Source: an optimization exercise on an open RTL-to-GDS flow (aim: small area). Production flows keep margins and buffers that such runs may drop.
The RTL was checked by simulation tests, not by an equivalence proof against the original design.
Power is estimated from default activity; no workload was simulated.

File: design.v
module Greedy_snake
(
	input Clk,
	input Rst_n,
	input Left,
	input Right,
	input Up,
	input Down,
	output VSYNC_Sig_out,
	output HSYNC_Sig_out,
	output [4:0] VGA_red_o,
	output [5:0] VGA_green_o,
	output [4:0] VGA_blue_o,
	output vga_blank,
	output vga_sync,
	output [7:0] Smg_duan,
	output [3:0] Smg_we
);
	reg [2:0] kc;
	reg [3:0] k2;
	reg       kany;
	reg [1:0] kidx;
	wire kc_s5 = kc[2] & ~kc[1];
	wire kc_s0 = ~kc[2] & ~kc[0];
	wire kc_s1 = ~kc[1] & kc[0];
	wire [3:0] kin = {Down, Up, Right, Left};
	wire [3:0] kfall = k2 & ~kin;
	always @(posedge Clk or negedge Rst_n)
		if (!Rst_n) begin
			kc <= 3'b000;
			k2 <= 4'd0;
			kany <= 1'b0;
		end else begin
			kc <= {kc[1:0], ~kc[2]};
			if (kc_s5) begin
				k2 <= kin;
				kany <= |kfall;
			end
		end
	always @(posedge Clk)
		if (kc_s5)
			kidx <= kfall[0] ? 2'd0 : kfall[1] ? 2'd1 : kfall[2] ? 2'd2 : 2'd3;
	wire key_any = kany & kc_s0;
	reg [1:0] gs;
	wire st_play = gs[0];
	wire st_end = gs[1];
	reg hitw, hitb;
	always @(posedge Clk or negedge Rst_n)
		if (!Rst_n)
			gs <= 2'b00;
		else if (st_end) begin
			if (key_any) gs <= 2'b00;
		end else if (st_play) begin
			if (hitw | hitb) gs <= 2'b10;
		end else begin
			if (key_any) gs <= 2'b01;
		end
	reg [10:0] rnd;
	reg [4:0] ac;
	reg [5:0] ax;
	reg [4:0] ay;
	reg add;
	reg [5:0] hx;    
	reg [4:0] hy;
	wire ac_end = ac[4] & ac[3] & ac[0];
	wire [5:0] rx = rnd[10:5];
	wire [4:0] ry = rnd[4:0];
	always @(posedge Clk or negedge Rst_n)
		if (!Rst_n)
			rnd <= 11'd0;
		else
			rnd <= rnd + 11'd921;
	always @(posedge Clk or negedge Rst_n)
		if (!Rst_n) begin
			ac <= 5'd0;
			ax <= 6'd28;
			ay <= 5'd13;
			add <= 1'b0;
		end else if (ac_end) begin
			ac <= 5'd0;
			if (ax == hx && ay == hy) begin
				add <= 1'b1;
				ax <= (rx > 6'd38) ? (rx - 6'd25) : ((rx == 6'd0) ? 6'd1 : rx);
				ay <= (ry > 5'd28) ? (ry - 5'd3) : ((ry == 5'd0) ? 5'd1 : ry);
			end else
				add <= 1'b0;
		end else
			ac <= ac + 5'd1;
	reg [10:0] sc;
	wire step = sc[10] & sc[7] & sc[6] & sc[5] & sc[1];    
	reg [1:0] dr;    
	reg [1:0] mv [0:14];
	reg [3:0] vc;    
	reg [3:0] lc;    
	reg eat_s;
	reg [3:0] hidx;  
	integer i;
	always @(posedge Clk or negedge Rst_n)
		if (!Rst_n)
			sc <= 11'd0;
		else if (step)
			sc <= 11'd0;
		else
			sc <= sc + 11'd1;
	always @(posedge Clk or negedge Rst_n)
		if (!Rst_n)
			dr <= 2'b11;
		else if (kc_s1 & kany & (kidx[1] == dr[1]))
			dr <= {~kidx[1], kidx[0]};
	wire wallc = ((dr == 2'b00) && (hy == 5'd1)) |
	             ((dr == 2'b01) && (hy == 5'd28)) |
	             ((dr == 2'b10) && (hx == 6'd1)) |
	             ((dr == 2'b11) && (hx == 6'd38));
	wire [4:0] lit_max = {1'b0, lc} + 5'd2;         
	wire bodyc = (hidx != 4'd0) & ({1'b0, hidx} <= lit_max);
	wire rstep = step & st_end;                       
	wire mstep = step & ~st_end & ~wallc & ~bodyc;    
	reg [5:0] hx_n;
	reg [4:0] hy_n;
	always @(*) begin
		hx_n = hx;
		hy_n = hy;
		if (rstep) begin
			hx_n = 6'd10;
			hy_n = 5'd5;
		end else if (mstep)
			case (dr)
				2'b00: hy_n = hy - 5'd1;
				2'b01: hy_n = hy + 5'd1;
				2'b10: hx_n = hx - 6'd1;
				2'b11: hx_n = hx + 6'd1;
			endcase
	end
	always @(posedge Clk or negedge Rst_n)
		if (!Rst_n) begin
			hx <= 6'd10;
			hy <= 5'd5;
		end else begin
			hx <= hx_n;
			hy <= hy_n;
		end
	always @(posedge Clk or negedge Rst_n)
		if (!Rst_n) begin
			mv[0] <= 2'b11;
			mv[1] <= 2'b11;
		end else if (rstep) begin
			mv[0] <= 2'b11;
			mv[1] <= 2'b11;
		end else if (mstep) begin
			mv[1] <= mv[0];
			mv[0] <= dr;
		end
	always @(posedge Clk)
		if (mstep)
			for (i = 2; i < 15; i = i + 1)
				mv[i] <= mv[i-1];
	always @(posedge Clk or negedge Rst_n)
		if (!Rst_n)
			vc <= 4'd0;
		else if (rstep)
			vc <= 4'd0;
		else if (mstep && vc != 4'd13)
			vc <= vc + 4'd1;
	always @(posedge Clk or negedge Rst_n)
		if (!Rst_n) begin
			hitw <= 1'b0;
			hitb <= 1'b0;
		end else if (step) begin
			if (st_end) begin
				hitw <= 1'b0;
				hitb <= 1'b0;
			end else if (wallc)
				hitw <= 1'b1;
			else if (bodyc)
				hitb <= 1'b1;
		end
	always @(posedge Clk or negedge Rst_n)
		if (!Rst_n) begin
			lc <= 4'd0;
			eat_s <= 1'b0;
		end else if (st_end) begin
			lc <= 4'd0;
			eat_s <= 1'b0;
		end else begin
			eat_s <= add;
			if (~eat_s & add & (lc != 4'd13))
				lc <= lc + 4'd1;
		end
	reg [9:0] px;
	reg [9:0] py;
	reg [2:0] rgb;
	wire px_end = (px == 10'd655);
	always @(posedge Clk or negedge Rst_n)
		if (!Rst_n) begin
			px <= 10'd655;
			py <= 10'd990;
		end else begin
			px <= px_end ? 10'd880 : px + 10'd1;
			if (py == 10'd488)
				py <= 10'd991;
			else if (px_end)
				py <= py + 10'd1;
		end
	wire p_hs = ~(px[9] & px[8] & ~(px[7] & px[6] & (px[5] | px[4])));
	wire p_vs = ~((py == 10'd991) | (py == 10'd992) | (py == 10'd488));
	wire inx = ~px[9] | (~px[8] & ~px[7]);
	wire iny = ~py[9] & ~(py[8] & py[7] & py[6] & py[5]);
	wire inr = inx & iny;
	wire [5:0] cx = px[9:4];
	wire [4:0] cy = py[8:4];
	wire [3:0] lox = px[3:0];
	wire [3:0] loy = py[3:0];
	wire wallp = (cx == 6'd0) | (cy == 5'd0) | (cx == 6'd39) | (cy == 5'd29);
	wire headp = (cx == hx) & (cy == hy);
	wire [3:0] j = px[3:0];
	wire j15 = &j;
	wire dmode = (cx <= 6'd37);
	wire [5:0] tx = dmode ? cx + 6'd1 : hx;
	wire [4:0] ty = dmode ? cy : hy;
	reg [5:0] wx;
	reg [4:0] wy;
	wire [1:0] mvj = mv[j];
	wire cmpv = (wx == tx) & (wy == ty) & ({1'b0, j} <= {1'b0, vc} + 5'd2);
	reg [3:0] nidx;    
	reg n0;            
	reg [3:0] midx;    
	reg wclean;        
	reg rb;            
	wire [3:0] nshift = n0 ? 4'd1 : ((nidx != 4'd0) ? nidx + 4'd1 : 4'd0);
	wire [3:0] nfin = (nidx != 4'd0) ? nidx : (cmpv ? 4'd15 : 4'd0);
	always @(posedge Clk)
		if (j15) begin
			wx <= hx_n;
			wy <= hy_n;
		end else if (!mstep)
			case (mvj)
				2'b00: wy <= wy + 5'd1;
				2'b01: wy <= wy - 5'd1;
				2'b10: wx <= wx + 6'd1;
				2'b11: wx <= wx - 6'd1;
			endcase
	always @(posedge Clk)
		if (j15) begin
			nidx <= 4'd0;
			n0 <= 1'b0;
		end else if (mstep) begin
			nidx <= nshift;
			n0 <= 1'b0;
		end else if (j == 4'd0)
			n0 <= cmpv;
		else if (cmpv && nidx == 4'd0)
			nidx <= j;
	always @(posedge Clk)
		if (j15)
			midx <= mstep ? nshift : nfin;
		else if (mstep)
			midx <= headp ? 4'd1 : ((midx != 4'd0 && midx != 4'd15) ? midx + 4'd1 : 4'd0);
	always @(posedge Clk)
		if (j15 & ~dmode & wclean & ~mstep & ~rstep)
			hidx <= nfin;
	always @(posedge Clk or negedge Rst_n)
		if (!Rst_n) begin
			wclean <= 1'b0;
			rb <= 1'b1;
		end else begin
			if (j15)
				wclean <= 1'b1;
			else if (mstep | rstep)
				wclean <= 1'b0;
			if (rstep)
				rb <= 1'b1;
			else if (j15 & wclean & ~mstep)
				rb <= 1'b0;
		end
	wire [4:0] lq = (midx == 4'd7) ? 5'd8 : {1'b0, midx};
	wire bodyp = rb ? ((cy == 5'd5) & ((cx == 6'd8) | (cx == 6'd9)))
	                : ((midx != 4'd0) & (lq <= lit_max));
	wire applep = (cx == ax) & (cy == ay);
	wire corner = ((lox == 4'd0) | (lox == 4'd15)) & ((loy == 4'd0) | (loy == 4'd15));
	reg [9:0] sh;
	reg [9:0] sv;
	wire first = sv[9] & sv[5];    
	wire sh_end = (sh == 10'd800);
	always @(posedge Clk or negedge Rst_n)
		if (!Rst_n) begin
			sh <= 10'd800;
			sv <= 10'd1023;
		end else begin
			sh <= sh_end ? 10'd0 : sh + 10'd1;
			if (sv == 10'd525)
				sv <= 10'd0;
			else if (sh_end)
				sv <= sv + 10'd1;
		end
	always @(posedge Clk)
		if (!inr)
			rgb <= 3'b000;
		else if (applep)
			rgb <= 3'b001;
		else if (wallp)
			rgb <= 3'b100;
		else if ((headp | bodyp) & ~corner)
			rgb <= headp ? 3'b011 : 3'b010;
		else
			rgb <= 3'b000;
	wire s_hs = ~first & (sh > 10'd96);
	wire s_vs = ~first & (sv > 10'd2);
	wire s_rdy = (sh > 10'd344) & (sh < 10'd600) & (sv > 10'd128) & (sv < 10'd382);
	assign HSYNC_Sig_out = st_play ? p_hs : s_hs;
	assign VSYNC_Sig_out = st_play ? p_vs : s_vs;
	wire r_o = st_play ? rgb[0] : (~st_end & s_rdy);
	wire g_o = st_play ? rgb[1] : (~st_end & s_rdy);
	wire b_o = st_play ? rgb[2] : (~st_end & s_rdy);
	assign VGA_red_o = {5{r_o}};
	assign VGA_green_o = {6{g_o}};
	assign VGA_blue_o = {5{b_o}};
	assign vga_blank = VSYNC_Sig_out & HSYNC_Sig_out;
	assign vga_sync = 1'b0;
	reg [4:0] sm;
	reg [15:0] pts;
	reg eat_m;
	reg [3:0] dig;
	wire started = ~(sm[4] & sm[3]);
	wire u0 = (sm == 5'd5) | (sm == 5'd31);
	wire u1 = (sm == 5'd10);
	wire u2 = (sm == 5'd15);
	wire u3 = (sm == 5'd20);
	always @(posedge Clk or negedge Rst_n)
		if (!Rst_n)
			sm <= 5'd26;
		else if (u3)
			sm <= 5'd0;
		else if (sm == 5'd31)
			sm <= 5'd6;
		else
			sm <= sm + 5'd1;
	always @(posedge Clk)
		if (u0)
			dig <= pts[3:0];
		else if (u1)
			dig <= pts[7:4];
		else if (u2)
			dig <= pts[11:8];
		else if (u3 & (pts[15:12] <= 4'd9))
			dig <= pts[15:12];
	reg [7:0] seg;
	always @(*)
		case (dig)
			4'd0: seg = 8'b1100_0000;
			4'd1: seg = 8'b1111_1001;
			4'd2: seg = 8'b1010_0100;
			4'd3: seg = 8'b1011_0000;
			4'd4: seg = 8'b1001_1001;
			4'd5: seg = 8'b1001_0010;
			4'd6: seg = 8'b1000_0010;
			4'd7: seg = 8'b1111_1000;
			4'd8: seg = 8'b1000_0000;
			default: seg = 8'b1001_0000;
		endcase
	assign Smg_duan = started ? seg : 8'd0;
	reg [3:0] we;
	always @(*)
		if (!started) we = 4'b0000;
		else if (sm <= 5'd5) we = 4'b0111;
		else if (sm <= 5'd10) we = 4'b1110;
		else if (sm <= 5'd15) we = 4'b1101;
		else we = 4'b1011;
	assign Smg_we = we;
	always @(posedge Clk or negedge Rst_n)
		if (!Rst_n)
			eat_m <= 1'b0;
		else if (!st_end)
			eat_m <= add;
	always @(posedge Clk or negedge Rst_n)
		if (!Rst_n)
			pts <= 16'd0;
		else if (st_end)
			pts <= 16'd0;
		else if (~eat_m & add) begin
			if (pts[3:0] != 4'd9)
				pts[3:0] <= pts[3:0] + 4'd1;
			else begin
				pts[3:0] <= 4'd0;
				if (pts[7:4] != 4'd9)
					pts[7:4] <= pts[7:4] + 4'd1;
				else begin
					pts[7:4] <= 4'd0;
					if (pts[11:8] != 4'd9)
						pts[11:8] <= pts[11:8] + 4'd1;
					else begin
						pts[11:8] <= 4'd0;
						pts[15:12] <= pts[15:12] + 4'd1;
					end
				end
			end
		end
endmodule
File: flow/run.sh
#!/bin/bash
# Layout flow: the standard ORFS flow (standard.sh) with three changes:
#  - synthesis: the standard synthesis script, but the combinational logic
#    is mapped with an area-oriented ABC script (abc_mine.script, no delay
#    target) and without the full-adder extraction; the registers are the
#    standard synthesis's (same passes up to flip-flop mapping);
#  - clock tree: fewer, larger sink clusters of clkbuf_8 and no dummy loads;
#  - port buffers: minimum-size buffers.
# The make output goes to flow_make.log; each ORFS step keeps its own log
# under orfs/logs/.
set -euo pipefail
W=$PWD
export MY_ABC_SCRIPT=$W/flow/abc_mine.script
bash standard.sh \
  "SYNTH_SCRIPT=$W/flow/synth_recipe_area.tcl" \
  "ADDER_MAP_FILE=" \
  "CTS_ARGS=-sink_clustering_enable -repair_clock_nets -dont_use_dummy_load -sink_clustering_size 14 -sink_clustering_max_diameter 70 -buf_list {sky130_fd_sc_hd__clkbuf_8}" \
  "BUFFER_PORTS_ARGS=-buffer_cell sky130_fd_sc_hd__buf_1" \
  finish > flow_make.log 2>&1
File: flow/abc_mine.script
strash
&get -n
&fraig -x
&put
scorr
dc2
dretime
strash
&get -n
&dch -f
&nf
&put
File: flow/synth_recipe_area.tcl
proc synth {args} { yosys synth -nofsm -noshare {*}$args }
# Map the combinational logic with an area-oriented ABC script (no delay
# target); the registers are the standard synthesis's.
proc abc {args} {
  set i [lsearch -exact $args -script]
  if {$i >= 0} { set args [lreplace $args $i [expr {$i + 1}] -script $::env(MY_ABC_SCRIPT)] }
  set i [lsearch -exact $args -D]
  if {$i >= 0} { set args [lreplace $args $i [expr {$i + 1}]] }
  yosys abc {*}$args
}
source $::env(SCRIPTS_DIR)/synth.tcl
# left out here: clear keep_hierarchy, flatten, clean up, hide names made inside functions, write 1_2_yosys.v
File: standard.sh
#!/bin/bash
# synth_recipe.tcl (not shown) runs the flow's synth.tcl, then flattens the netlist and writes it again
# the make line also repeats each setting of config.mk as NAME=value (left out here)
make -C /OpenROAD-flow-scripts/flow DESIGN_CONFIG=/design/flow/config.mk WORK_HOME=/design/flow/orfs CLKGATE_MAP_FILE= SYNTH_SCRIPT=/design/flow/synth_recipe.tcl "${@:-finish}"
File: config.mk
export PLATFORM = sky130hd
export DESIGN_NAME = Greedy_snake
export DESIGN_NICKNAME = Greedy_snake
export VERILOG_FILES = /design/flow/design.v
export SDC_FILE = /design/flow/constraint.sdc
export NUM_CORES = 4
export LEC_CHECK = 0
export CAP_MARGIN = 20
export CORE_MARGIN = 2
export CORE_UTILIZATION = 40
export PLACE_DENSITY = 0.6
export SLEW_MARGIN = 20
File: constraint.sdc
create_clock -name core_clock -period 10.0 [get_ports {Clk}]
set_input_delay 2.0000 -clock core_clock [delete_from_list [all_inputs] [get_ports {Clk}]]
set_output_delay 2.0000 -clock core_clock [all_outputs]
set_load 0.01 [all_outputs]
==> results of run 1 <==
[metrics by stage]
| step | worst slack (ns) | power [W] | hold WS, ns |
|---|---|---|---|
| after floorplan | 5.933 | 0.0008922 | 0.3666 |
| after global placement | 6.052 | 0.0009078 | 0.3824 |
| after detailed placement | 6.006 | 0.0009081 | 0.3931 |
| after CTS | 5.437 | 0.001347 | 0.4149 |
| after global routing | 5.291 | 0.001376 | 0.4288 |
| final | 5.465 | 0.001321 | 0.4061 |
[worst max-delay path, stage by stage (launching register included)]
cell      delay (ns)
dfstp_2         0.62
and2_0          0.27
nand3b_1        0.15
or3_1           0.45
a32o_1          0.29
and2_0          0.13
buf_1           0.12
[sequential cells by signal, summed over array words and instances (netlist names), 6 cells and up]
register  count
rnd          11
py           10
sv           10
pts          16
px           10
wx            6
sc           11
seg           7
mv           30
hx            6
ax            6
sh           10
[kinds of logic (layout without fill, tap and decap cells)]
family	Yosys count	count (layout)	share of synthesized area
xor gates and xnor gates	100	100	0.08264
AOI/OAI and AO/OA	243	243	0.1403
muxes	22	22	0.02196
adders and majority gates	4	4	0.003778
DFF	207	207	0.5113
other	1	1	0.0003539
and+or+nand+nor	461	461	0.2202
buffers and inverters	38	84	0.01948
[cell type report]
| cell class | count | share of cell area |
|---|---|---|
| Sequential cell | 207 | 0.4775 |
| Multi-Input combinational cell | 831 | 0.4386 |
| Tap cell | 335 | 0.03693 |
| Clock buffer | 18 | 0.02183 |
| Timing Repair Buffer | 45 | 0.01819 |
| Inverter | 21 | 0.006946 |
[layer usage]
layer  part of all wire  track usage  wire length (µm)  vias up
li1                   -            -                 -     4012
met1               0.48       0.2343             11110     3936
met2               0.45       0.2627             10410      161
met3              0.039      0.01901               897       35
met4              0.025      0.04498               584        0
met5                  0            0                 0        -
[power by group through the flow]
stage / clock, W / combinational [W] / sequential, W
6_report: 0.000431 / 0.0000227 / 0.000868
5_1_grt: 0.000481 / 0.0000271 / 0.000868
4_1_cts: 0.000455 / 0.0000238 / 0.000868
3_5_place_dp: 0 / 0.0000237 / 0.000884
3_3_place_gp: 0 / 0.0000236 / 0.000884
2_1_floorplan: 0 / 0.00000899 / 0.000883
[synthesized netlist by cell type (2+ instances only)]
cell type / count
or2_0: 8
nand4_1: 24
mux2_1: 10
a221o_1: 2
nand3_1: 48
a31oi_1: 19
and2_0: 23
clkinv_1: 21
nor4_1: 20
o211ai_1: 5
o21a_1: 8
o22a_1: 3
a32o_1: 2
and4_1: 2
a21o_1: 13
o32ai_1: 3
and3_1: 21
or4_1: 7
a31o_1: 4
a32oi_1: 7
a211oi_1: 11
nand3b_1: 4
a221oi_1: 2
edfxtp_1: 51
xnor2_1: 65
nand2b_1: 19
and4b_1: 2
xor2_1: 35
a22oi_1: 5
dfxtp_1: 15
dfstp_2: 47
mux2i_1: 12
nor4b_1: 6
or3b_1: 2
nor2_1: 111
maj3_1: 4
nor3_1: 37
dfrtp_1: 94
nor3b_1: 6
nor2b_1: 18
or3_1: 10
buf_4: 17
nand2_1: 91
o21ai_0: 53
a21oi_1: 93
[how the worst max path moves through the flow]
stage	startpoint	end	cells past startpoint
after floorplan	dr[1]	hidx[0]	10
after global placement	py[6]	vga_blank	6
after detailed placement	py[6]	vga_blank	6
after CTS	py[6]	vga_blank	6
after global routing	py[6]	vga_blank	6
final	py[6]	vga_blank	6
==> results_dict.tcl, run 1 <==
set metrics [dict create \
    clk_latency_ns 0.52 \
    syn-cell-area_um2 10600 \
    rsz0062_at_grt "no" \
    synth_ff_type "dfrtp_1" \
    die_area_um2 27810 \
    grt_max_degree 74 \
    grt_overflow 0 \
    io_buffers 36 \
    synth_cell_types 61 \
    ir_drop_v 0.00007850 \
    grt_pass1_wl_um 38160 \
    synth_fp_nets 1082 \
    power_frac_seq 0.657 \
    regArea_um2 5419 \
    fillCellCount 2500 \
    clk_path_buf_depth 3 \
    worstMarginPinSlew_ns 1.008 \
    hold_depth 0 \
    fin_setup_tns_ns 0 \
    intPower_w 0.001032 \
    period_needed_ns 4.535 \
    first_global_vias 7416 \
    post_cts.repair.setup_buffers 0 \
    ctsHoldBuffers 0 \
    fmax_ghz 0.2205 \
    run_status "complete, no violations" \
    p_leak_nw 4.206 \
    antenna_found_initial 0 \
    crit_type "reg2out" \
    reg2reg_slack_ns 6.17 \
    pwr-share-clk 0.326 \
    ant_nets 0 \
    dp.cells 1439 \
    wire_per_inst_um 15.79 \
    start_util 0.4067 \
    synth_top_area_frac 0.2220 \
    clock-sinks 207 \
    finalInstanceArea_um2 11350 \
    via_per_inst 5.590 \
    critPathMaxFanout 7 \
    cts_root_buf "clkbuf_8" \
    layout_common_cells "111 x nor2_1, 94 x dfrtp_1, 93 x a21oi_1" \
    area_delta_synth_final_pct 7.084 \
    num_vias 8144 \
    htree_levels 1 \
    io_pins 38 \
    core-area_um2 26060 \
    end_kind "output port" \
    fin_util 0.4355 \
    holdPathEnd "kc[2]" \
    final_nets 1130 \
    synth_edf_count 51 \
    drive_above_1_share 0.06774 \
    maxCapViolations 0 \
    drt_pass1_iterations 5 \
    p_per_area_nw_per_um2 116.4 \
    drc 0 \
    dp_hpwl_um 16000 \
    switchingPower_w 0.0002889 \
    post_dp_cell_area_um2 11100 \
    r2r_cells 12 \
    synth_area_per_cell_um2 9.849 \
    drt_iter0_markers 635 \
    async_flop_share 0.6812 \
    die_w_um 166.8 \
    post_cts_resized 0 \
    comb_power_share 0.017 \
    yosys_warnings 2 \
    gp_congestion 0.8491 \
    ys_seq_area_frac 0.5113 \
    relSlewSlack 0.3220 \
    required_ns 8.00 \
    multi_input_area_um2 4977 \
    drt-total-wl_um 23000 \
    syn_inst 1076 \
    finalMaxSlewViolations 0 \
    hold_path.startpoint "kc[1]" \
    crit_path_start_kind "flop" \
    track_usage 0.1632 \
    clkTransAtPathRegs_ns 0.09 \
    min_period_over_period 0.4535 \
    p_sw_frac 0.2186 \
    tritoncts "done" \
    diodes 0 \
    fin_worst_skew_ns 0.02372 \
    core.rowCount 59 \
    rr_endpoint "wy[4]" \
    synthTopCellsByArea "dfrtp_1 22%, edfxtp_1 14%, dfstp_2 12%" \
    final_common_cell "nor2_1" \
    instances_no_fill 1457 \
    hold_violations 0 \
    synth.largest_area_cell "dfrtp_1" \
    die_h_um 166.8 \
    ys_ff_latch 207 \
    cts_buffers 18 \
    worstPathArrival_ns 2.54 \
    hold_path_class "reg2reg" \
    r2r-start "px[0]" \
    setup-violations-final 0 \
]
==> inputs of run 2 (changes only) <==
--- a/design.v
+++ b/design.v
@@ -45,5 +45,5 @@
 	wire st_play = gs[0];
 	wire st_end = gs[1];
-	reg hitw, hitb;
+	reg hit;    
 	always @(posedge Clk or negedge Rst_n)
 		if (!Rst_n)
@@ -52,5 +52,5 @@
 			if (key_any) gs <= 2'b00;
 		end else if (st_play) begin
-			if (hitw | hitb) gs <= 2'b10;
+			if (hit) gs <= 2'b10;
 		end else begin
 			if (key_any) gs <= 2'b01;
@@ -63,5 +63,5 @@
 	reg [5:0] hx;    
 	reg [4:0] hy;
-	wire ac_end = ac[4] & ac[3] & ac[0];
+	wire ac_end = ~ac[0] & ~ac[2] & ~ac[4];
 	wire [5:0] rx = rnd[10:5];
 	wire [4:0] ry = rnd[4:0];
@@ -73,10 +73,10 @@
 	always @(posedge Clk or negedge Rst_n)
 		if (!Rst_n) begin
-			ac <= 5'd0;
+			ac <= 5'd4;
 			ax <= 6'd28;
 			ay <= 5'd13;
 			add <= 1'b0;
 		end else if (ac_end) begin
-			ac <= 5'd0;
+			ac <= 5'd4;
 			if (ax == hx && ay == hy) begin
 				add <= 1'b1;
@@ -86,11 +86,11 @@
 				add <= 1'b0;
 		end else
-			ac <= ac + 5'd1;
+			ac <= {ac[3:0], ac[4] ^ ac[2]};
 	reg [10:0] sc;
-	wire step = sc[10] & sc[7] & sc[6] & sc[5] & sc[1];    
+	wire step = sc[2] & ~sc[3] & ~sc[4] & sc[5] & ~sc[6] & ~sc[7] & sc[8] & ~sc[10];
 	reg [1:0] dr;    
 	reg [1:0] mv [0:14];
-	reg [3:0] vc;    
-	reg [3:0] lc;    
+	reg [3:0] vcp;   
+	reg [3:0] lcp;   
 	reg eat_s;
 	reg [3:0] hidx;  
@@ -98,9 +98,9 @@
 	always @(posedge Clk or negedge Rst_n)
 		if (!Rst_n)
-			sc <= 11'd0;
+			sc <= 11'd13;
 		else if (step)
-			sc <= 11'd0;
+			sc <= 11'd13;
 		else
-			sc <= sc + 11'd1;
+			sc <= {sc[9:0], sc[10] ^ sc[8]};
 	always @(posedge Clk or negedge Rst_n)
 		if (!Rst_n)
@@ -112,6 +112,5 @@
 	             ((dr == 2'b10) && (hx == 6'd1)) |
 	             ((dr == 2'b11) && (hx == 6'd38));
-	wire [4:0] lit_max = {1'b0, lc} + 5'd2;         
-	wire bodyc = (hidx != 4'd0) & ({1'b0, hidx} <= lit_max);
+		wire bodyc = (hidx != 4'd0) & (hidx <= lcp);
 	wire rstep = step & st_end;                       
 	wire mstep = step & ~st_end & ~wallc & ~bodyc;    
@@ -157,44 +156,44 @@
 	always @(posedge Clk or negedge Rst_n)
 		if (!Rst_n)
-			vc <= 4'd0;
+			vcp <= 4'd2;
 		else if (rstep)
-			vc <= 4'd0;
-		else if (mstep && vc != 4'd13)
-			vc <= vc + 4'd1;
+			vcp <= 4'd2;
+		else if (mstep && vcp != 4'd15)
+			vcp <= vcp + 4'd1;
 	always @(posedge Clk or negedge Rst_n)
-		if (!Rst_n) begin
-			hitw <= 1'b0;
-			hitb <= 1'b0;
-		end else if (step) begin
-			if (st_end) begin
-				hitw <= 1'b0;
-				hitb <= 1'b0;
-			end else if (wallc)
-				hitw <= 1'b1;
-			else if (bodyc)
-				hitb <= 1'b1;
+		if (!Rst_n)
+			hit <= 1'b0;
+		else if (step) begin
+			if (st_end)
+				hit <= 1'b0;
+			else if (wallc | bodyc)
+				hit <= 1'b1;
 		end
 	always @(posedge Clk or negedge Rst_n)
 		if (!Rst_n) begin
-			lc <= 4'd0;
+			lcp <= 4'd2;
 			eat_s <= 1'b0;
 		end else if (st_end) begin
-			lc <= 4'd0;
+			lcp <= 4'd2;
 			eat_s <= 1'b0;
 		end else begin
 			eat_s <= add;
-			if (~eat_s & add & (lc != 4'd13))
-				lc <= lc + 4'd1;
+			if (~eat_s & add & (lcp != 4'd15))
+				lcp <= lcp + 4'd1;
 		end
-	reg [9:0] px;
+	wire [3:0] t16 = {rnd[3] ^ rnd[0], rnd[2:0]};
+	wire [3:0] pxl = t16 - 4'd1;
+	reg [5:0] pxh;
+	wire [9:0] px = {pxh, pxl};
 	reg [9:0] py;
 	reg [2:0] rgb;
-	wire px_end = (px == 10'd655);
+	wire px_end = (pxh == 6'd40) & (t16 == 4'd0);
 	always @(posedge Clk or negedge Rst_n)
 		if (!Rst_n) begin
-			px <= 10'd655;
+			pxh <= 6'd40;
 			py <= 10'd990;
 		end else begin
-			px <= px_end ? 10'd880 : px + 10'd1;
+			if (t16 == 4'd0)
+				pxh <= (pxh == 6'd40) ? 6'd55 : pxh + 6'd1;
 			if (py == 10'd488)
 				py <= 10'd991;
@@ -221,5 +220,5 @@
 	reg [4:0] wy;
 	wire [1:0] mvj = mv[j];
-	wire cmpv = (wx == tx) & (wy == ty) & ({1'b0, j} <= {1'b0, vc} + 5'd2);
+	wire cmpv = (wx == tx) & (wy == ty) & (j <= vcp);
 	reg [3:0] nidx;    
 	reg n0;            
@@ -273,7 +272,7 @@
 				rb <= 1'b0;
 		end
-	wire [4:0] lq = (midx == 4'd7) ? 5'd8 : {1'b0, midx};
+	wire [3:0] lq = (midx == 4'd7) ? 4'd8 : midx;
 	wire bodyp = rb ? ((cy == 5'd5) & ((cx == 6'd8) | (cx == 6'd9)))
-	                : ((midx != 4'd0) & (lq <= lit_max));
+	                : ((midx != 4'd0) & (lq <= lcp));
 	wire applep = (cx == ax) & (cy == ay);
 	wire corner = ((lox == 4'd0) | (lox == 4'd15)) & ((loy == 4'd0) | (loy == 4'd15));
--- a/flow/run.sh
+++ b/flow/run.sh
@@ -15,5 +15,5 @@
   "SYNTH_SCRIPT=$W/flow/synth_recipe_area.tcl" \
   "ADDER_MAP_FILE=" \
-  "CTS_ARGS=-sink_clustering_enable -repair_clock_nets -dont_use_dummy_load -sink_clustering_size 14 -sink_clustering_max_diameter 70 -buf_list {sky130_fd_sc_hd__clkbuf_8}" \
+  "CTS_ARGS=-sink_clustering_enable -repair_clock_nets -dont_use_dummy_load -buf_list {sky130_fd_sc_hd__clkbuf_4 sky130_fd_sc_hd__clkbuf_8}" \
   "BUFFER_PORTS_ARGS=-buffer_cell sky130_fd_sc_hd__buf_1" \
   finish > flow_make.log 2>&1
--- a/config.mk
+++ b/config.mk
@@ -8,5 +8,5 @@
 export CAP_MARGIN = 20
 export CORE_MARGIN = 2
-export CORE_UTILIZATION = 40
-export PLACE_DENSITY = 0.6
+export CORE_UTILIZATION = 65
+export PLACE_DENSITY = 0.8
 export SLEW_MARGIN = 20
==> results_dict.tcl, run 2 <==
set metrics [dict create \
    synth_area_per_cell_um2 9.811 \
    synthSimpleGateAreaFrac 0.2021 \
    synth_top_family_by_area "simple AND/OR/NAND/NOR gates" \
    crit_type "reg2out" \
    drt-total-wl_um 22070 \
    ctsHoldBuffers 0 \
    ir_drop_v 0.0001398 \
    synth_edf_count 51 \
    dp_hpwl_um 15220 \
    die_h_um 130.0 \
    multi_input_area_um2 4735 \
    crit_path_start_kind "flop" \
    first_global_vias 7458 \
    cts_buffers 35 \
    ys_ff_latch 202 \
    cp_slowest_cell "or4_1" \
    worst_slack_ns 5.444 \
    clock-sinks 202 \
    worstPathArrival_ns 2.56 \
    ys_seq_area_frac 0.5132 \
    synth_fp_nets 1058 \
    htree_levels 2 \
    gp_congestion 0.8910 \
    synthTopCellsByArea "dfrtp_1 21%, edfxtp_1 15%, dfstp_2 12%" \
    final_common_cell "nand2_1" \
    grt_max_degree 71 \
    cts_root_buf "clkbuf_8" \
    antenna_found_initial 0 \
    core.rowCount 46 \
    synth_ff_type "dfrtp_1" \
    clkTransAtPathRegs_ns 0.06 \
    end_kind "output port" \
    synthAdderAreaFrac 0.006789 \
    synth.largest_area_cell "dfrtp_1" \
    async_flop_share 0.6733 \
    dp.cells 1284 \
    syn_inst 1052 \
    fin_worst_skew_ns 0.03078 \
    dp_slack_ns 5.743 \
    via_per_inst 6.123 \
    finalMaxSlewViolations 0 \
    final_nets 1111 \
    worstMarginPinSlew_ns 1.105 \
    path_cells "or3_1, or4_1, a32o_1, and2_0, buf_1" \
    hold_violations 0 \
    synth_most_common_cell "nand2_1" \
    run_status "complete, no violations" \
    core-area_um2 15710 \
    critPathMaxFanout 7 \
    reg.largest.list "mv (30), pts (16)" \
    relSlewSlack 0.2633 \
    track_usage 0.2697 \
    fillCellCount 1195 \
    start_util 0.6569 \
    area_delta_synth_final_pct 7.492 \
    fin_setup_tns_ns 0 \
    tritoncts "done" \
    regMostFlops "mv" \
    synth_xor_area_frac 0.08401 \
    p_leak_nw 4.414 \
    period_needed_ns 4.556 \
    io_pins 38 \
    synth-compound-area-share 0.1383 \
    p_per_area_nw_per_um2 132.5 \
    clk_path_buf_depth 3 \
    grt_pass1_wl_um 36430 \
    largest_reg_flops 30 \
    hold_ws_ns 0.3762 \
    post_cts_resized 0 \
    min_period_over_period 0.4556 \
    diodes 0 \
    yosys_warnings 2 \
    setup-violations-final 0 \
    grt_overflow 0 \
    drt_pass1_iterations 6 \
    synth_common_cells "115 x nand2_1, 98 x nor2_1, 87 x dfrtp_1" \
    hold_path_class "reg2reg" \
    regArea_um2 5296 \
    layout_common_cells "115 x nand2_1, 98 x nor2_1, 87 x dfrtp_1" \
    drc 0 \
    instances_no_fill 1319 \
    drt_iter0_markers 693 \
    synth_top_area_frac 0.2109 \
    die_w_um 130.0 \
    ant_nets 0 \
    required_ns 8.00 \
    synth.mux.area_fraction 0.02655 \
    drive_above_1_share 0.08160 \
    slowest_delay_ns 0.60 \
    fmax_ghz 0.2195 \
    post_cts.repair.setup_buffers 0 \
    num_vias 8076 \
    io_buffers 36 \
    syn-cell-area_um2 10320 \
    die_area_um2 16900 \
    clk_latency_ns 0.51 \
    synth_cell_types 67 \
    maxCapViolations 0 \
    wire_per_inst_um 16.73 \
    rsz0062_at_grt "no" \
]
[run 2: cell count changes in the layout (fill, tap and decap cells not counted), moves of 6 or more]
| cell | previous run | this run |
|---|---|---|
| nand2_1 | 91 | 115 |
| clkbuf_8 | 18 | 35 |
| clkinv_1 | 21 | 38 |
| a21oi_1 | 93 | 78 |
| xnor2_1 | 65 | 50 |
| xor2_1 | 35 | 49 |
| nor2_1 | 111 | 98 |
| nand3_1 | 48 | 37 |
| o21ai_0 | 53 | 63 |
| nor3_1 | 36 | 27 |
| nor2b_1 | 18 | 10 |
| dfrtp_1 | 94 | 87 |
| and3_1 | 21 | 15 |
| nor4_1 | 20 | 26 |
[run 2: power by group]
part	leakage [nW]	internal, W	switching (W)	total, W
Combinational	2.00	0.00000582	0.0000174	0.0000232
Clock	0.252	0.000309	0.000288	0.000596
Sequential	2.16	0.000847	0.00000360	0.000850
Total	4.41	0.00116	0.000308	0.00147
[run 2: path summary, 6_finish.rpt]
kind / start / end / slack (ns) / depth (start not counted)
worst max-delay path: py[0] / vga_blank / 5.44 / 5
worst min-delay path: sc[2] / sc[3] / 0.38 / 0
worst max register to register: dr[0] / wx[3] / 5.70 / 11
worst min register to register: sc[2] / sc[3] / 0.38 / 0
max in group asynchronous: Rst_n / sc[10] / 6.94 / 2
min in group asynchronous: Rst_n / sh[3] / 1.68 / 1
[run 2: metrics by stage]
stage               cell area, µm²    util  total power, W
global route                 11090  0.7061        0.001527
global placement             10610  0.6754       0.0008875
finish                       11090  0.7061        0.001470
floorplan                    10320       -       0.0008729
detailed placement           10610  0.6754       0.0008881
CTS                          11090  0.7061        0.001489
[run 2: cell families (layout without fill, tap and decap cells)]
kind of cell / count (synthesis) / in the layout
other cells: 1 / 1
simple gates: 423 / 423
mux: 26 / 26
fa+ha+maj: 7 / 7
xor+xnor: 99 / 99
compound gates: 232 / 232
flops: 202 / 202
buf+inv: 62 / 113
[run 2: final cells by class]
class                      count  area share
tap                          216     0.02436
inverter                      38     0.01286
timing repair buffer          40     0.01522
multi-input combinational    788      0.4268
clock buffer                  35     0.04342
sequential                   202      0.4774
[run 2: routing by layer]
metal / up-vias / GRT usage / part of all wire
met1: 3867 / 0.3749 / 0.44
met5: - / 0 / 0
met2: 276 / 0.4256 / 0.47
met3: 60 / 0.05084 / 0.063
li1: 3873 / - / -
met4: 0 / 0.1031 / 0.029
[run 2: critical path: cells and delay by family (launching register included)]
family | cells | cell delay, ns
flops | 1 | 0.43
compound gates | 1 | 0.33
buf+inv | 1 | 0.12
simple gates | 3 | 1.18
==> inputs of run 3 (changes only) <==
--- a/flow/run.sh
+++ b/flow/run.sh
@@ -15,5 +15,5 @@
   "SYNTH_SCRIPT=$W/flow/synth_recipe_area.tcl" \
   "ADDER_MAP_FILE=" \
-  "CTS_ARGS=-sink_clustering_enable -repair_clock_nets -dont_use_dummy_load -buf_list {sky130_fd_sc_hd__clkbuf_4 sky130_fd_sc_hd__clkbuf_8}" \
+  "CTS_ARGS=-sink_clustering_enable -repair_clock_nets -dont_use_dummy_load -sink_clustering_size 14 -sink_clustering_max_diameter 70 -buf_list {sky130_fd_sc_hd__clkbuf_8}" \
   "BUFFER_PORTS_ARGS=-buffer_cell sky130_fd_sc_hd__buf_1" \
   finish > flow_make.log 2>&1
==> results_dict.tcl, run 3 <==
set metrics [dict create \
    end_kind "output port" \
    track_usage 0.2610 \
    area_delta_synth_final_pct 5.225 \
    drt-total-wl_um 21510 \
    dp.cells 1284 \
    diodes 0 \
    die_w_um 130.0 \
    synth_cell_types 67 \
    synth_most_common_cell "nand2_1" \
    synth_common_cells "115 x nand2_1, 98 x nor2_1, 87 x dfrtp_1" \
    drive_above_1_share 0.06722 \
    drc 0 \
    die_h_um 130.0 \
    die_area_um2 16900 \
    hold_violations 0 \
    synthTopCellsByArea "dfrtp_1 21%, edfxtp_1 15%, dfstp_2 12%" \
    p_sw_frac 0.2104 \
    wl_met3_um 1411 \
    intPower_w 0.001012 \
    num_vias 7903 \
    grt_pass1_wl_um 35670 \
    worst_slack_ns 5.447 \
    cts_root_buf "clkbuf_8" \
    first_global_vias 7206 \
    maxCapViolations 0 \
    synth_edf_count 51 \
    drt_pass1_iterations 5 \
    syn-cell-area_um2 10320 \
    cp_top_family "simple AND/OR/NAND/NOR gates" \
    cp_num_buf_inv 1 \
    path_cells "nand3_1, or4_1, a32o_1, and2_0, buf_1" \
    crit_path_start_kind "flop" \
    layout_common_cells "115 x nand2_1, 98 x nor2_1, 87 x dfrtp_1" \
    clkTransAtPathRegs_ns 0.09 \
    tritoncts "done" \
    synth_fp_nets 1058 \
    synth_top_area_frac 0.2109 \
    setup-violations-final 0 \
    comb_power_share 0.018 \
    grt_max_degree 71 \
    period_needed_ns 4.553 \
    required_ns 8.00 \
    htree_levels 1 \
    yosys_warnings 2 \
    via_per_inst 6.070 \
    final_common_cell "nand2_1" \
    cts_buffers 18 \
    async_flop_share 0.6733 \
    regMostFlops "mv" \
    clk_path_buf_depth 3 \
    ant_nets 0 \
    multi_input_area_um2 4735 \
    synth_area_per_cell_um2 9.811 \
    clk_latency_ns 0.51 \
    power_frac_seq 0.662 \
    gp_congestion 0.8910 \
    post_cts.repair.setup_buffers 0 \
    hold_path_class "reg2reg" \
    final_nets 1094 \
    wire_per_inst_um 16.52 \
    worstMarginPinSlew_ns 1.060 \
    core-area_um2 15710 \
    rsz0062_at_grt "no" \
    reg.largest.list "mv (30), pts (16)" \
    antenna_found_initial 0 \
    critPathMaxFanout 11 \
    fin_worst_skew_ns 0.03859 \
    finalMaxSlewViolations 0 \
    cp_slowest_cell "dfstp_2" \
    synth_ff_type "dfrtp_1" \
    ctsHoldBuffers 0 \
    clock-sinks 202 \
    slowest_delay_ns 0.68 \
    fmax_ghz 0.2196 \
    dp_slack_ns 5.743 \
    drt_iter0_markers 568 \
    synth.largest_area_cell "dfrtp_1" \
    dp_hpwl_um 15220 \
    p_leak_nw 4.291 \
    start_util 0.6569 \
    met1_length_um 9686 \
    grt_overflow 0 \
    syn_inst 1052 \
    fillCellCount 1217 \
    io_pins 38 \
    instances_no_fill 1302 \
    run_status "complete, no violations" \
    fin_util 0.6912 \
    min_period_over_period 0.4553 \
    fin_setup_tns_ns 0 \
    ys_seq_area_frac 0.5132 \
    crit_type "reg2out" \
    worstPathArrival_ns 2.55 \
    switchingPower_w 0.0002696 \
    relSlewSlack 0.2934 \
    io_buffers 36 \
    dr.max_layer_used "met4" \
    core.rowCount 46 \
    regArea_um2 5296 \
    post_cts_resized 0 \
    largest_reg_flops 30 \
    wl_met2_um 9906 \
    ir_drop_v 0.0001105 \
    p_per_area_nw_per_um2 118.0 \
    pwr-share-clk 0.320 \
    ys_ff_latch 202 \
]
[run 3: worst paths after layout]
| kind | start | end | slack [ns] | depth (start not counted) |
|---|---|---|---|---|
| max in group asynchronous | Rst_n | sc[4] | 6.97 | 2 |
| min | sc[2] | sc[3] | 0.37 | 0 |
| min in group asynchronous | Rst_n | sh[3] | 1.65 | 1 |
| max | py[7] | vga_blank | 5.45 | 5 |
| max reg2reg | dr[0] | wx[3] | 5.63 | 11 |
| min reg2reg | sc[2] | sc[3] | 0.37 | 0 |
[run 3: final cells by class]
| class | instances | share of cell area |
|---|---|---|
| Timing Repair Buffer | 40 | 0.01555 |
| Sequential cell | 202 | 0.4877 |
| Multi-Input combinational cell | 788 | 0.4359 |
| Clock buffer | 18 | 0.02281 |
| Tap cell | 216 | 0.02488 |
| Inverter | 38 | 0.01313 |
[run 3: cells by family after synthesis]
logic type / after synthesis / share of synthesized area
and+or+nand+nor: 423 / 0.2021
AOI/OAI and AO/OA: 232 / 0.1383
DFF: 202 / 0.5132
xor gates and xnor gates: 99 / 0.08401
buffers and inverters: 62 / 0.02873
muxes: 26 / 0.02655
adders and majority gates: 7 / 0.006789
other: 1 / 0.0003633
[run 3: routing by layer]
| metal | GRT usage | vias up |
|---|---|---|
| li1 | - | 3837 |
| met1 | 0.3804 | 3763 |
| met2 | 0.4133 | 266 |
| met3 | 0.03649 | 37 |
| met4 | 0.07590 | 0 |
| met5 | 0 | - |
[run 3: through the flow]
step                instance area, µm²  hold slack (ns)  total power, W
finish                           10860           0.3705        0.001282
global route                     10860           0.3764        0.001332
CTS                              10860           0.3725        0.001298
detailed placement               10610           0.3601       0.0008881
global placement                 10610           0.3545       0.0008875
floorplan                        10320           0.3666       0.0008729
[run 3: power groups by stage]
stage	Sequential, W	Clock [W]	Combinational (W)
6_report	0.000848	0.000410	0.0000233
4_1_cts	0.000848	0.000427	0.0000240
5_1_grt	0.000848	0.000456	0.0000272
3_3_place_gp	0.000864	0	0.0000234
2_1_floorplan	0.000863	0	0.0000100
3_5_place_dp	0.000864	0	0.0000238
==> inputs of run 4 (changes only) <==
--- a/flow/run.sh
+++ b/flow/run.sh
@@ -15,5 +15,5 @@
   "SYNTH_SCRIPT=$W/flow/synth_recipe_area.tcl" \
   "ADDER_MAP_FILE=" \
-  "CTS_ARGS=-sink_clustering_enable -repair_clock_nets -dont_use_dummy_load -sink_clustering_size 14 -sink_clustering_max_diameter 70 -buf_list {sky130_fd_sc_hd__clkbuf_8}" \
+  "CTS_ARGS=-sink_clustering_enable -repair_clock_nets -dont_use_dummy_load -sink_clustering_size 10 -sink_clustering_max_diameter 50 -buf_list {sky130_fd_sc_hd__clkbuf_4}" \
   "BUFFER_PORTS_ARGS=-buffer_cell sky130_fd_sc_hd__buf_1" \
   finish > flow_make.log 2>&1
==> results_dict.tcl, run 4 <==
set metrics [dict create \
    rsz0062_at_grt "no" \
    setup-violations-final 0 \
    critPathMaxFanout 12 \
    num_vias 8006 \
    switchingPower_w 0.0002704 \
    synth_top_area_frac 0.2109 \
    comb_power_share 0.018 \
    antenna_found_initial 0 \
    synth_common_cells "115 x nand2_1, 98 x nor2_1, 87 x dfrtp_1" \
    required_ns 8.00 \
    clock-sinks 202 \
    grt_max_degree 71 \
    crit_path_start_kind "flop" \
    gp_congestion 0.8910 \
    largest_reg_flops 30 \
    area_delta_synth_final_pct 4.789 \
    yosys_warnings 2 \
    period_needed_ns 4.660 \
    synth_cell_types 67 \
    synthTopCellsByArea "dfrtp_1 21%, edfxtp_1 15%, dfstp_2 12%" \
    track_usage 0.2617 \
    synth_most_common_cell "nand2_1" \
    fin_setup_tns_ns 0 \
    synth.largest_area_cell "dfrtp_1" \
    grt_overflow 0 \
    p_per_area_nw_per_um2 115.0 \
    final_common_cell "nand2_1" \
    synth_edf_count 51 \
    fin_util 0.6883 \
    dp.cells 1284 \
    clk_latency_ns 0.68 \
    first_global_vias 7285 \
    p_sw_frac 0.2173 \
    clkTransAtPathRegs_ns 0.10 \
    r2r-start "dr[0]" \
    maxCapViolations 0 \
    finalMaxSlewViolations 0 \
    clk_path_buf_depth 3 \
    intPower_w 0.0009739 \
    pwr-share-clk 0.300 \
    rr_endpoint "wx[3]" \
    worst_slack_ns 5.340 \
    fin_worst_skew_ns 0.08037 \
    hold_depth 0 \
    ant_nets 0 \
    drt-total-wl_um 21460 \
    hold_path.startpoint "sc[2]" \
    synth_ff_type "dfrtp_1" \
    via_per_inst 6.107 \
    instances_no_fill 1311 \
    tritoncts "done" \
    finalPower_w 0.001244 \
    ir_drop_v 0.0001104 \
    post_cts.repair.setup_buffers 0 \
    holdPathEnd "sc[3]" \
    io_pins 38 \
    drc 0 \
    dp_slack_ns 5.743 \
    worstMarginPinSlew_ns 1.071 \
    synth_fp_nets 1058 \
    run_status "complete, no violations" \
    cts_buffers 27 \
    crit_type "reg2out" \
    r2r_cells 11 \
    worstPathArrival_ns 2.66 \
    fillCellCount 1240 \
    synth_area_per_cell_um2 9.811 \
    drive_above_1_share 0.07489 \
    syn-cell-area_um2 10320 \
    syn_inst 1052 \
    min_period_over_period 0.4660 \
    core-area_um2 15710 \
    dp_hpwl_um 15220 \
    power_frac_seq 0.682 \
    wire_per_inst_um 16.37 \
    diodes 0 \
    drt_iter0_markers 580 \
    io_buffers 36 \
    ys_seq_area_frac 0.5132 \
    post_cts_resized 0 \
    die_area_um2 16900 \
    core.rowCount 46 \
    async_flop_share 0.6733 \
    final_nets 1103 \
    regMostFlops "mv" \
    grt_pass1_wl_um 35700 \
    reg.largest.list "mv (30), pts (16)" \
    cts_root_buf "clkbuf_4" \
    fmax_ghz 0.2146 \
    relSlewSlack 0.2861 \
    ys_ff_latch 202 \
    die_w_um 130.0 \
    drt_pass1_iterations 5 \
    p_leak_nw 4.286 \
    htree_levels 1 \
    start_util 0.6569 \
    reg2reg_slack_ns 5.67 \
    end_kind "output port" \
    hold_violations 0 \
    layout_common_cells "115 x nand2_1, 98 x nor2_1, 87 x dfrtp_1" \
    hold_path_class "reg2reg" \
    die_h_um 130.0 \
    ctsHoldBuffers 0 \
]
run 4: cell counts after synthesis:
Identical to the previous run, type by type.
run 4: how the worst max path moves through the flow:
stage | slack [ns] | depth (start not counted) | endpoint | start
floorplan | 6.12 | 4 | vga_blank | py[0]
global placement | 5.74 | 11 | wx[3] | dr[0]
detailed placement | 5.74 | 11 | wx[3] | dr[0]
CTS | 5.32 | 5 | vga_blank | py[0]
global route | 5.21 | 5 | vga_blank | py[0]
finish | 5.34 | 5 | vga_blank | py[6]
run 4: cells by family (layout without fill, tap and decap cells):
group	Yosys count	count (layout)	synth area share
buffers and inverters	62	105	0.02873
XOR/XNOR	99	99	0.08401
adder cells (fa/ha/maj)	7	7	0.006789
other	1	1	0.0003633
flip-flops	202	202	0.5132
multiplexers	26	26	0.02655
AO/OA/AOI/OAI	232	232	0.1383
AND/OR/NAND/NOR	423	423	0.2021
run 4: layer usage:
metal	track usage	vias to the layer above	routed length (µm)
met4	0.08096	0	632
li1	-	3867	-
met2	0.4161	290	9884
met3	0.04223	55	1438
met5	0	-	0
met1	0.3741	3794	9507
run 4: cell type report:
| cell class | count | area (µm²) | share of cell area |
|---|---|---|---|
| timing repair buffer | 40 | 168.9 | 0.01562 |
| multi-input combinational | 788 | 4735 | 0.4378 |
| tap | 216 | 270.3 | 0.02499 |
| sequential | 202 | 5296 | 0.4897 |
| clock buffer | 27 | 202.7 | 0.01874 |
| inverter | 38 | 142.6 | 0.01319 |
run 4: power groups by stage:
stage | Clock (W) | Combinational (W) | Sequential [W]
floorplan | 0 | 0.0000100 | 0.000863
global placement | 0 | 0.0000234 | 0.000864
detailed placement | 0 | 0.0000238 | 0.000864
CTS | 0.000386 | 0.0000239 | 0.000848
global route | 0.000422 | 0.0000272 | 0.000849
finish | 0.000373 | 0.0000230 | 0.000848
run 4: per-stage QoR:
step,hold WS (ns),instance area (µm²)
after floorplan,0.3666,10320
after global routing,0.3669,10820
final,0.3728,10820
after detailed placement,0.3601,10610
after CTS,0.3565,10820
after global placement,0.3545,10610
run 4: worst max-delay path, stage by stage (launching register included):
cell,delay [ns]
dfstp_2,0.68
nand3_1,0.12
or4_1,0.64
a32o_1,0.32
and2_0,0.15
buf_1,0.13
==> inputs of run 5 (changes only) <==
==> flow/abc_mine.script (replaced) <==
strash
&get -n
&fraig -x
&put
scorr
dc2
dretime
strash
&get -n
&dch -f
&nf -R 100
&put
--- a/config.mk
+++ b/config.mk
@@ -8,5 +8,5 @@
 export CAP_MARGIN = 20
 export CORE_MARGIN = 2
-export CORE_UTILIZATION = 65
-export PLACE_DENSITY = 0.8
+export CORE_UTILIZATION = 80
+export PLACE_DENSITY = 0.9
 export SLEW_MARGIN = 20
==> results_dict.tcl, run 5 <==
set metrics [dict create \
    finalPower_w 0.001228 \
    dp_hpwl_um 16040 \
    core-area_um2 12570 \
    p_leak_nw 4.229 \
    critPathMaxFanout 12 \
    min_period_over_period 0.4733 \
    synth_fp_nets 1046 \
    htree_levels 1 \
    maxCapViolations 0 \
    post_cts.repair.setup_buffers 0 \
    rsz0062_at_grt "no" \
    ys_ff_latch 202 \
    drt_iter0_markers 741 \
    synth_cell_types 66 \
    fillCellCount 718 \
    hold_violations 0 \
    diodes 0 \
    synth_ff_type "dfrtp_1" \
    run_status "complete, no violations" \
    clk_latency_ns 0.65 \
    ir_drop_v 0.0001220 \
    io_pins 38 \
    antenna_found_initial 0 \
    clk_path_buf_depth 3 \
    synth_top_area_frac 0.2129 \
    synth_edf_count 51 \
    grt_overflow 0 \
    core.rowCount 41 \
    first_global_vias 7478 \
    syn_inst 1040 \
    multi_input_area_um2 4652 \
    relSlewSlack 0.3926 \
    tritoncts "done" \
    regMostFlops "mv" \
    area_delta_synth_final_pct 4.148 \
    p_per_area_nw_per_um2 115.3 \
    via_per_inst 6.540 \
    worstMarginPinSlew_ns 0.9111 \
    crit_type "reg2out" \
    drt-total-wl_um 22640 \
    clkTransAtPathRegs_ns 0.10 \
    setup-violations-final 0 \
    fmax_ghz 0.2113 \
    start_util 0.8137 \
    crit_path_start_kind "flop" \
    layout_common_cells "116 x nand2_1, 93 x nor2_1, 87 x dfrtp_1" \
    grt_max_degree 52 \
    grt_pass1_wl_um 36650 \
    reg.largest.list "mv (30), pts (16)" \
    drt_pass1_iterations 5 \
    yosys_warnings 2 \
    synthTopCellsByArea "dfrtp_1 21%, edfxtp_1 15%, dfstp_2 13%" \
    wire_per_inst_um 18.07 \
    synth_most_common_cell "nand2_1" \
    cts_root_buf "clkbuf_4" \
    gp_congestion 0.9131 \
    syn-cell-area_um2 10230 \
    worstPathArrival_ns 2.73 \
    num_vias 8195 \
    largest_reg_flops 30 \
    io_buffers 36 \
    required_ns 8.00 \
    synth_common_cells "116 x nand2_1, 93 x nor2_1, 87 x dfrtp_1" \
    final_common_cell "nand2_1" \
    end_kind "output port" \
    ys_seq_area_frac 0.5179 \
    async_flop_share 0.6733 \
    regArea_um2 5296 \
    drive_above_1_share 0.07401 \
    finalMaxSlewViolations 0 \
    die_h_um 117.1 \
    ctsHoldBuffers 0 \
    synth_area_per_cell_um2 9.834 \
    period_needed_ns 4.733 \
    fin_worst_skew_ns 0.05267 \
    fin_setup_tns_ns 0 \
    ant_nets 0 \
    final_nets 1089 \
    reg2reg_slack_ns 5.35 \
    post_cts_resized 0 \
    die_w_um 117.1 \
    cts_buffers 24 \
    synth.largest_area_cell "dfrtp_1" \
    hold_path_class "reg2reg" \
    clock-sinks 202 \
    die_area_um2 13700 \
    track_usage 0.3410 \
    drc 0 \
]
## run 5: where the power goes
group	internal [W]	switching [W]
clock network	0.000110	0.000247
logic	0.00000550	0.0000173
registers	0.000844	0.00000332
total	0.000960	0.000268
## run 5: cells by family after synthesis
family / synth area share
AOI/OAI and AO/OA: 0.1446
muxes: 0.01835
adders and majority gates: 0.007830
buffers and inverters: 0.02789
and+or+nand+nor: 0.1949
xor gates and xnor gates: 0.08821
DFF: 0.5179
other: 0.0003667
## run 5: worst paths after layout
| check | start | to | cells after the start |
|---|---|---|---|
| max in group asynchronous | Rst_n | hx[0] | 2 |
| worst max-delay path | py[6] | vga_blank | 5 |
| worst max register to register | rnd[3] | wy[4] | 14 |
| worst min register to register | sc[2] | sc[3] | 0 |
| worst min-delay path | sc[2] | sc[3] | 0 |
| min in group asynchronous | Rst_n | hy[1] | 1 |
## run 5: critical path: stages, from the launching register on
cell,delay [ns]
dfstp_2,0.69
nand3_1,0.15
or4_1,0.66
a32o_1,0.35
and2_0,0.14
buf_1,0.12
## run 5: final cells by class
type / instances / share of cell area
tap: 172 / 0.02020
multi-input combinational: 779 / 0.4367
inverter: 35 / 0.01233
timing repair buffer: 41 / 0.01656
sequential: 202 / 0.4972
clock buffer: 24 / 0.01692
## run 5: layer usage
layer  share of wire  track usage  vias to the layer above
li1                -            -                     3834
met1            0.42       0.4609                     3898
met2            0.48       0.5746                      383
met3           0.065      0.04840                       80
met4           0.034       0.1184                        0
met5               0            0                        -
## run 5: metrics by stage
stage          setup WS (ns)  hold slack [ns]  utilization  std cells  area (µm²)
2_1_floorplan          4.565           0.3666            -       1040       10230
3_3_place_gp           5.599           0.3567       0.8332       1229       10470
3_5_place_dp           5.431           0.3572       0.8332       1229       10470
4_1_cts                5.258           0.3714       0.8475       1253       10650
5_1_grt                4.993           0.3761       0.8475       1253       10650
6_report               5.267           0.3722       0.8475       1253       10650
==> inputs of run 6 (changes only) <==
--- a/flow/run.sh
+++ b/flow/run.sh
@@ -15,5 +15,5 @@
   "SYNTH_SCRIPT=$W/flow/synth_recipe_area.tcl" \
   "ADDER_MAP_FILE=" \
-  "CTS_ARGS=-sink_clustering_enable -repair_clock_nets -dont_use_dummy_load -sink_clustering_size 10 -sink_clustering_max_diameter 50 -buf_list {sky130_fd_sc_hd__clkbuf_4}" \
+  "CTS_ARGS=-sink_clustering_enable -repair_clock_nets -dont_use_dummy_load -sink_clustering_size 8 -sink_clustering_max_diameter 40 -buf_list {sky130_fd_sc_hd__clkbuf_4}" \
   "BUFFER_PORTS_ARGS=-buffer_cell sky130_fd_sc_hd__buf_1" \
   finish > flow_make.log 2>&1
==> results_dict.tcl, run 6 <==
set metrics [dict create \
    run_status "complete, no violations" \
    async_flop_share 0.6733 \
    rr_endpoint "wx[5]" \
    diodes 0 \
    cp_top_family "simple AND/OR/NAND/NOR gates" \
    synth_ff_type "dfrtp_1" \
    cp.depth 5 \
    synth.largest_area_cell "dfrtp_1" \
    regMostFlops "mv" \
    slowest_delay_ns 0.65 \
    hold_path.startpoint "sc[2]" \
    largest_reg_flops 30 \
    ys_ff_latch 202 \
    drive_above_1_share 0.07912 \
    path_cells "nor3_1, o21ai_0, nor4_1, a21o_1, buf_1" \
    syn_inst 1040 \
    num_vias 8196 \
    die_area_um2 13700 \
    clkTransAtPathRegs_ns 0.09 \
    drc 0 \
    r2r-start "rnd[3]" \
    grt_pass1_wl_um 36500 \
    fmax_ghz 0.2092 \
    fin_setup_tns_ns 0 \
    synthTopCellsByArea "dfrtp_1 21%, edfxtp_1 15%, dfstp_2 13%" \
    relSlewSlack 0.3844 \
    area_delta_synth_final_pct 4.588 \
    dp_slack_ns 5.431 \
    io_buffers 36 \
    clk_path_buf_depth 3 \
    fin_util 0.8511 \
    ctsHoldBuffers 0 \
    synth_most_common_cell "nand2_1" \
    r2r_cells 18 \
    synth_top_area_frac 0.2129 \
    core.rowCount 41 \
    synth_area_per_cell_um2 9.834 \
    syn-cell-area_um2 10230 \
    rsz0062_at_grt "no" \
    critPathMaxFanout 15 \
    reg2reg_slack_ns 5.29 \
    final_nets 1095 \
    die_h_um 117.1 \
    final_common_cell "nand2_1" \
    post_cts.repair.setup_buffers 0 \
    first_global_vias 7560 \
    gp_congestion 0.9131 \
    ys_seq_area_frac 0.5179 \
    drt_iter0_markers 703 \
    antenna_found_initial 0 \
    cp_num_buf_inv 1 \
    cp_slowest_cell "nor4_1" \
    via_per_inst 6.510 \
    required_ns 8.00 \
    drt_pass1_iterations 6 \
    dp_hpwl_um 16040 \
    maxCapViolations 0 \
    min_period_over_period 0.4779 \
    synth_common_cells "116 x nand2_1, 93 x nor2_1, 87 x dfrtp_1" \
    worstPathArrival_ns 2.78 \
    ir_drop_v 0.0001148 \
    finalPower_w 0.001262 \
    tritoncts "done" \
    start_util 0.8137 \
    finalMaxSlewViolations 0 \
    clk_latency_ns 0.70 \
    cts_buffers 30 \
    drt-total-wl_um 22570 \
    worst_slack_ns 5.221 \
    track_usage 0.3388 \
    htree_levels 1 \
    reg.largest.list "mv (30), pts (16)" \
    post_cts_resized 0 \
    grt_max_degree 52 \
    period_needed_ns 4.779 \
    grt_overflow 0 \
    hold_violations 0 \
    setup-violations-final 0 \
    clock-sinks 202 \
    yosys_warnings 2 \
    synth_fp_nets 1046 \
    hold_depth 0 \
    crit_path_start_kind "flop" \
    hold_path_class "reg2reg" \
    fin_worst_skew_ns 0.1021 \
    core-area_um2 12570 \
    layout_common_cells "116 x nand2_1, 93 x nor2_1, 87 x dfrtp_1" \
    io_pins 38 \
    end_kind "output port" \
    die_w_um 117.1 \
    synth_edf_count 51 \
    worstMarginPinSlew_ns 0.9234 \
    holdPathEnd "sc[3]" \
    p_per_area_nw_per_um2 118.0 \
    p_leak_nw 4.257 \
    synth_cell_types 66 \
    cts_root_buf "clkbuf_4" \
    ant_nets 0 \
    crit_type "reg2out" \
    wire_per_inst_um 17.93 \
]
run 6: cell counts after synthesis:
Identical to the previous run, type by type.
run 6: cell families after synthesis:
family          Yosys count  synth area share
fa+ha+maj                 8          0.007830
other cells               1         0.0003667
buf+inv                  59           0.02789
xor+xnor                103           0.08821
mux                      18           0.01835
compound gates          240            0.1446
flops                   202            0.5179
simple gates            409            0.1949
run 6: area by class of cell:
class                   count  area, µm²
multi-input cells         779       4652
flip-flops and latches    202       5296
fillers                   713       1872
inverters                  35      131.4
clock buffers              30      225.2
well taps                 172      215.2
repair buffers             41      176.4
run 6: power breakdown:
| group | switching (W) | leakage, nW | internal, W |
|---|---|---|---|
| Combinational | 0.0000171 | 1.96 | 0.00000550 |
| Sequential | 0.00000319 | 2.16 | 0.000844 |
| Clock | 0.000255 | 0.138 | 0.000137 |
| Total | 0.000276 | 4.26 | 0.000987 |
run 6: stage by stage:
step | std cells | hold WS, ns | instance area, µm²
floorplan | 1040 | 0.3666 | 10230
global placement | 1229 | 0.3567 | 10470
detailed placement | 1229 | 0.3572 | 10470
CTS | 1259 | 0.3695 | 10700
global route | 1259 | 0.3738 | 10700
finish | 1259 | 0.3690 | 10700
run 6: worst reg2reg max path, cell delays in order, from the launching register on:
cell	delay (ns)
dfrtp_1	0.69
xnor2_1	0.24
nor3b_1	0.27
a31oi_1	0.22
nand4_1	0.13
a221o_1	0.28
a221oi_1	0.20
a32oi_1	0.17
nand2_1	0.29
clkinv_1	0.22
maj3_1	0.43
o21ai_0	0.09
a21boi_0	0.32
a21oi_1	0.07
a21oi_1	0.23
mux2i_1	0.22
a21oi_1	0.07
xnor2_1	0.16
a21oi_1	0.09
run 6: how the worst max path moves through the flow:
stage	start	end	slack, ns
5_1_grt	rnd[3]	wx[5]	5.01
3_5_place_dp	rnd[3]	wx[5]	5.43
6_report	gs[1]	VGA_green_o[0]	5.22
3_3_place_gp	rnd[3]	wy[4]	5.60
4_1_cts	gs[1]	VGA_green_o[0]	5.26
2_1_floorplan	rnd[0]	wx[5]	4.57
run 6: routing by layer:
metal / vias up / routed length (µm) / track usage
met5: - / 0 / 0
met4: 0 / 653 / 0.1153
met3: 63 / 1462 / 0.05046
met2: 379 / 10950 / 0.5684
met1: 3893 / 9509 / 0.4593
li1: 3861 / - / -

afterwards: timing with drivers on the ports:
In the flow no input, the clock included, has a driving cell. The finished layouts below were timed again as built, in two steps.
Step 1: set_driving_cell puts a clkbuf_16 on Clk and a buf_2 on each other input, an assumption about the parent block.
Step 2 adds t to the input delays and takes it off the output delays; t is the mean of the earliest and latest rising clock arrival at the registers after step 1. Input paths then give back, and output paths get back, about the clock's delay inside the block.
Slacks: ideal ports / drivers / drivers and shift; pairs: ideal ports / drivers.
| run | t, ns | setup WS [ns] | clock arrival spread, ns |
|---|---|---|---|
| run 1 | 0.555 | 5.465 / 5.420 / 5.975 | 0.023 / 0.024 |
| run 2 | 0.536 | 5.444 / 5.406 / 5.699 | 0.037 / 0.037 |
| run 3 | 0.533 | 5.447 / 5.405 / 5.634 | 0.039 / 0.038 |
| run 4 | 0.674 | 5.340 / 5.302 / 5.671 | 0.081 / 0.081 |
| run 5 | 0.661 | 5.267 / 5.229 / 5.345 | 0.052 / 0.053 |
| run 6 | 0.684 | 5.221 / 5.183 / 5.286 | 0.102 / 0.102 |
After both steps every run listed still meets setup and hold.
